Background: an optimization exercise with open tools, aiming at small area and a short achievable clock period. Do not read the settings as production practice. Function was checked by simulation only, so behaviour that the tests miss may differ from the original. Power is estimated from default activity; no workload was simulated.

==> trial 16: inputs <==
// pic_core
module pic_core(
    input            clk,
    input            rst,
    input[31:0]      irq,
    output           exi,
    output[4:0]      exi_code,
    input            mgmt_req,
    input[31:0]      mgmt_adr,
    output reg       mgmt_ack,
    input            mgmt_rwn,
    input[1:0]       mgmt_wen,
    input[31:0]      mgmt_txd,
    output reg       mgmt_rxe,
    output[31:0]     mgmt_rxd
);
==> module pic_core, before the edit <==
module pic_core(
    input            clk,
    input            rst,
    input[31:0]      irq,
    output           exi,
    output[4:0]      exi_code,
    input            mgmt_req,
    input[31:0]      mgmt_adr,
    output reg       mgmt_ack,
    input            mgmt_rwn,
    input[1:0]       mgmt_wen,
    input[31:0]      mgmt_txd,
    output reg       mgmt_rxe,
    output[31:0]     mgmt_rxd
);
localparam LAT = 15;     
function le11(input[10:0] a, input[10:0] b);
    reg[15:0] l, ng;
    integer j, w;
    begin
        l  = 0;
        ng = 16'hffff;
        for(j = 0; j < 11; j = j + 1)
        begin
            l[j]  = !a[j] & b[j];
            ng[j] = !a[j] | b[j];
        end
        for(w = 8; w >= 1; w = w / 2)
            for(j = 0; j < w; j = j + 1)
            begin
                l[j]  = l[2*j+1] | (ng[2*j+1] & l[2*j]);
                ng[j] = l[2*j+1] | (ng[2*j+1] & ng[2*j]);
            end
        le11 = ng[0];
    end
endfunction
reg mgmt_fin, busy, issue;
always @(posedge clk or posedge rst)
begin
    if(rst)
    begin
        busy     <= 0;
        issue    <= 0;
        mgmt_fin <= 0;
    end else
    begin
        busy     <= !mgmt_fin && mgmt_req;
        issue    <= !busy     && mgmt_req;
        mgmt_fin <= issue;
    end
end
reg       rwn, wen, hit;
reg[4:0]  cfg_adr, cfg_din;
always @(posedge clk)
begin
    rwn     <= mgmt_rwn;
    wen     <= mgmt_wen[0];
    hit     <= mgmt_adr[15:5] == 11'd1;
    cfg_adr <= mgmt_adr[4:0];
    cfg_din <= mgmt_txd[4:0];
end
wire vld = issue && hit;
always @(posedge clk or posedge rst)
begin
    if(rst)
    begin
        mgmt_ack <= 0;
        mgmt_rxe <= 0;
    end else
    begin
        mgmt_ack <= vld;
        mgmt_rxe <= vld && rwn;
    end
end
reg[159:0] pri;
reg[4:0]   rd_adr;
reg[4:0]   rxd;
always @(posedge clk)
begin
    if(vld) rd_adr <= cfg_adr;
    rxd <= pri[rd_adr*5+:5];
end
genvar i;
generate
for(i = 0; i < 32; i = i + 1)
begin: g_pri
always @(posedge clk)
    if(vld && wen && cfg_adr == i) pri[i*5+:5] <= cfg_din;
end
endgenerate
assign mgmt_rxd = {27'd0, rxd};
reg[31:0]  nvld;         
reg[159:0] cnt;
generate
for(i = 0; i < 32; i = i + 1)
begin: g_line
always @(posedge clk)
    nvld[i] <= !irq[i];
always @(posedge clk or posedge rst)
begin
    if(rst) cnt[i*5+:5] <= 0;
    else    cnt[i*5+:5] <= cnt[i*5+:5] + (nvld[i] && irq[i] ? 5'd1 : 5'd0);
end
end
endgenerate
wire[10:0] key[0:31];
generate
for(i = 0; i < 32; i = i + 1)
begin: g_key
assign key[i] = {nvld[i], pri[i*5+:5], cnt[i*5+:5]};
end
endgenerate
wire[32*11-1:0] lv0;
generate
for(i = 0; i < 32; i = i + 1)
begin: g_lv0
assign lv0[i*11+:11] = key[i];
end
endgenerate
reg[16*12-1:0] lv1;
reg[8*13-1:0]  lv2;
reg[4*14-1:0]  lv3;
reg[2*15-1:0]  lv4;
reg[5:0]       lv5;
generate
for(i = 0; i < 16; i = i + 1)
begin: g_l1
    wire[10:0] a = lv0[(2*i)*11+:11], b = lv0[(2*i+1)*11+:11];
    wire w = le11(a, b);
    always @(posedge clk)
        lv1[i*12+:12] <= w ? {a, 1'b0} : {b, 1'b1};
end
for(i = 0; i < 8; i = i + 1)
begin: g_l2
    wire[11:0] a = lv1[(2*i)*12+:12], b = lv1[(2*i+1)*12+:12];
    wire w = le11(a[11:1], b[11:1]);
    always @(posedge clk)
        lv2[i*13+:13] <= w ? {a[11:1], 1'b0, a[0:0]} : {b[11:1], 1'b1, b[0:0]};
end
for(i = 0; i < 4; i = i + 1)
begin: g_l3
    wire[12:0] a = lv2[(2*i)*13+:13], b = lv2[(2*i+1)*13+:13];
    wire w = le11(a[12:2], b[12:2]);
    always @(posedge clk)
        lv3[i*14+:14] <= w ? {a[12:2], 1'b0, a[1:0]} : {b[12:2], 1'b1, b[1:0]};
end
for(i = 0; i < 2; i = i + 1)
begin: g_l4
    wire[13:0] a = lv3[(2*i)*14+:14], b = lv3[(2*i+1)*14+:14];
    wire w = le11(a[13:3], b[13:3]);
    always @(posedge clk)
        lv4[i*15+:15] <= w ? {a[13:3], 1'b0, a[2:0]} : {b[13:3], 1'b1, b[2:0]};
end
endgenerate
wire[14:0] fa = lv4[14:0], fb = lv4[29:15];
wire fw = le11(fa[14:4], fb[14:4]);
always @(posedge clk)
    lv5 <= fw ? {!fa[14], 1'b0, fa[3:0]} : {!fb[14], 1'b1, fb[3:0]};
reg[5:0] dly[6:LAT];
integer s;
always @(posedge clk)
begin
    dly[6] <= lv5;
    for(s = 7; s <= LAT; s = s + 1)
        dly[s] <= dly[s-1];
end
assign exi      = dly[LAT][5];
assign exi_code = dly[LAT][4:0];
endmodule
export LEC_CHECK = 0
export CAP_MARGIN = 20
export CORE_MARGIN = 2
export CORE_UTILIZATION = 60
export CTS_BUF_LIST = sky130_fd_sc_hd__clkbuf_8 sky130_fd_sc_hd__clkbuf_16
export CTS_CLUSTER_DIAMETER = 100
export CTS_CLUSTER_SIZE = 24
export SETUP_SLACK_MARGIN = 3.2
export SLEW_MARGIN = 20
export TNS_END_PERCENT = 10
create_clock -name core_clock -period 5.0 [get_ports {clk}]
run.sh (not shown) runs the stock make flow with config.mk's settings and CLKGATE_MAP_FILE= SYNTH_SCRIPT=/design/flow/synth_recipe.tcl, a recipe that flattens the netlist after the stock synthesis.
==> inputs of trial 96, as changes to trial 16 <==
--- a/flow/design.v
+++ b/flow/design.v
@@ -34,2 +34,22 @@
         le11 = ng[0];
+    end
+endfunction
+function le_key(input[5:0] a, input[4:0] ca, input[5:0] b, input[4:0] cb, input z);
+    reg[7:0] l, ng;
+    integer j, w;
+    begin
+        l  = 0;
+        ng = 8'hff;
+        for(j = 0; j < 6; j = j + 1)
+        begin
+            l[j]  = !a[j] & b[j];
+            ng[j] = !a[j] | b[j];
+        end
+        for(w = 4; w >= 1; w = w / 2)
+            for(j = 0; j < w; j = j + 1)
+            begin
+                l[j]  = l[2*j+1] | (ng[2*j+1] & l[2*j]);
+                ng[j] = l[2*j+1] | (ng[2*j+1] & ng[2*j]);
+            end
+        le_key = l[0] | (ng[0] & (z | le11({6'd0, ca}, {6'd0, cb})));
     end
@@ -91,4 +111,10 @@
 assign mgmt_rxd = {27'd0, rxd};
+reg        rclr;
 reg[31:0]  nvld;         
 reg[159:0] cnt;
+always @(posedge clk or posedge rst)
+begin
+    if(rst) rclr <= 1;
+    else    rclr <= 0;
+end
 generate
@@ -97,7 +123,5 @@
 always @(posedge clk)
-    nvld[i] <= !irq[i];
-always @(posedge clk or posedge rst)
 begin
-    if(rst) cnt[i*5+:5] <= 0;
-    else    cnt[i*5+:5] <= cnt[i*5+:5] + (nvld[i] && irq[i] ? 5'd1 : 5'd0);
+    nvld[i]      <= !irq[i];
+    cnt[i*5+:5]  <= (rclr ? 5'd0 : cnt[i*5+:5]) + (nvld[i] && irq[i] ? 5'd1 : 5'd0);
 end
@@ -105,17 +129,4 @@
 endgenerate
-wire[10:0] key[0:31];
-generate
-for(i = 0; i < 32; i = i + 1)
-begin: g_key
-assign key[i] = {nvld[i], pri[i*5+:5], cnt[i*5+:5]};
-end
-endgenerate
-wire[32*11-1:0] lv0;
-generate
-for(i = 0; i < 32; i = i + 1)
-begin: g_lv0
-assign lv0[i*11+:11] = key[i];
-end
-endgenerate
-reg[16*12-1:0] lv1;
+reg[15:0]  v1, w1;
+reg[79:0]  p1;
 reg[8*13-1:0]  lv2;
@@ -127,6 +138,11 @@
 begin: g_l1
-    wire[10:0] a = lv0[(2*i)*11+:11], b = lv0[(2*i+1)*11+:11];
-    wire w = le11(a, b);
+    wire[5:0] a = {nvld[2*i], pri[(2*i)*5+:5]}, b = {nvld[2*i+1], pri[(2*i+1)*5+:5]};
+    wire[4:0] ca = cnt[(2*i)*5+:5], cb = cnt[(2*i+1)*5+:5];
+    wire w = !le_key(a, ca, b, cb, rclr);
     always @(posedge clk)
-        lv1[i*12+:12] <= w ? {a, 1'b0} : {b, 1'b1};
+    begin
+        v1[i] <= !(a[5] && b[5]);
+        w1[i] <= w;
+        p1[i*5+:5] <= w ? b[4:0] : a[4:0];
+    end
 end
@@ -134,3 +150,6 @@
 begin: g_l2
-    wire[11:0] a = lv1[(2*i)*12+:12], b = lv1[(2*i+1)*12+:12];
+    wire[4:0] ca = w1[2*i]   ? cnt[(4*i+1)*5+:5] : cnt[(4*i)*5+:5];
+    wire[4:0] cb = w1[2*i+1] ? cnt[(4*i+3)*5+:5] : cnt[(4*i+2)*5+:5];
+    wire[11:0] a = {!v1[2*i],   p1[(2*i)*5+:5],   ca, w1[2*i]};
+    wire[11:0] b = {!v1[2*i+1], p1[(2*i+1)*5+:5], cb, w1[2*i+1]};
     wire w = le11(a[11:1], b[11:1]);
Settings changed: ABC_AREA set to 1, SETUP_SLACK_MARGIN 3.2 to 3.5, TNS_END_PERCENT 10 to 0.
==> inputs of trial 91, as changes to trial 16 <==
Settings changed: CORE_UTILIZATION 60 to 70, CTS_BUF_LIST sky130_fd_sc_hd__clkbuf_8 sky130_fd_sc_hd__clkbuf_16 to not set, CTS_CLUSTER_DIAMETER 100 to 60, SETUP_SLACK_MARGIN 3.2 to 3.4, TNS_END_PERCENT 10 to not set.
==> inputs of build 93, as changes to trial 16 <==
==> flow/flow/run.sh (new file) <==
#!/bin/bash
# The standard layout, with plain buffers on the ports instead of the
# delay cells buffer_ports picks by default. Each ORFS step also keeps its
# own log under orfs/logs; make's output is kept in flow_make.log.
set -euo pipefail
bash standard.sh BUFFER_PORTS_ARGS="-buffer_cell sky130_fd_sc_hd__buf_2" finish > flow_make.log 2>&1
==> flow/standard.sh (new file) <==
#!/bin/bash
# synth_recipe.tcl (not shown) runs the flow's synth.tcl, then flattens the netlist and writes it again
# the make line also repeats each setting of config.mk as NAME=value (left out here)
make -C /OpenROAD-flow-scripts/flow DESIGN_CONFIG=/design/flow/config.mk WORK_HOME=/design/flow/orfs CLKGATE_MAP_FILE= SYNTH_SCRIPT=/design/flow/synth_recipe.tcl "${@:-finish}"
Settings changed: SETUP_SLACK_MARGIN 3.2 to 3.5, TNS_END_PERCENT 10 to 0.
removed: flow/run.sh
==> notes <==
In build 93 the final area is smaller than in trial 91, by about 15%.
Routed wire length: build 93 < trial 16 < trial 96 < trial 91.
The highest non-clock buffer count belongs to trial 91, the lowest to trial 96.
Sequential cell count is the same in trial 16 and build 93.
==> figures <==
Pin count of the biggest net entering global routing: trial 91 84; trial 16 99; build 93 99; trial 96 60
Run status: trial 91 timing/DRC/antenna clean; trial 16 timing/DRC/antenna clean; build 93 timing/DRC/antenna clean; trial 96 timing/DRC/antenna clean
Routed wire length: trial 91 93400 um; trial 16 72400 um; build 93 70100 um; trial 96 75500 um
Uppermost metal layer occupied by signal nets: trial 91 met5; trial 16 met5; build 93 met4; trial 96 met4
CP arrival: trial 91 2.93 ns; trial 16 2.78 ns; build 93 2.78 ns; trial 96 1.11 ns
Combinational fraction of design power: trial 91 0.355; trial 16 0.300; build 93 0.269; trial 96 0.163
Data required time at the worst endpoint: trial 91 5.52 ns; trial 16 5.48 ns; build 93 5.47 ns; trial 96 4.00 ns
Cell Rows: trial 91 80; trial 16 87; build 93 87; trial 96 85
Post-route minimum period: trial 91 2.40 ns; trial 16 2.31 ns; build 93 2.31 ns; trial 96 2.11 ns
Final Instance Count excl. Fillers: trial 91 3806; trial 16 3745; build 93 3664; trial 96 5036

## separate check: timing with driven ports
The flow's constraints put no driver on any port. The routed layouts listed below were extracted and timed again, unchanged, in two steps. Step 1 assumes that a clkbuf_16 drives the clock port and a buf_2 every other input. Step 2 moves the port delays by t, midway between the first and last clock arrival at a register: inputs arrive t later, outputs are due t later. That takes back most of the time a late clock gives input paths. Three values: no drivers, after step 1, after step 2; two values: the first two.
run | t, ns | slack for setup (ns) | worst setup path after step 2 | cell pins on the clock port's net
trial 16 | 0.648 | 2.692 / 2.692 / 2.562 | input to register | 1
trial 96 | 0.645 | 2.890 / 2.827 / 2.681 | input to register | 1
trial 91 | 0.684 | 2.595 / 2.595 / 2.595 | register to register | 1
build 93 | 0.646 | 2.694 / 2.694 / 2.694 | register to register | 1
After both steps every run listed still meets setup and hold. For trial 96, which loses most, drivers alone change the setup slack by -0.063 ns; drivers and shift together by -0.209 ns.
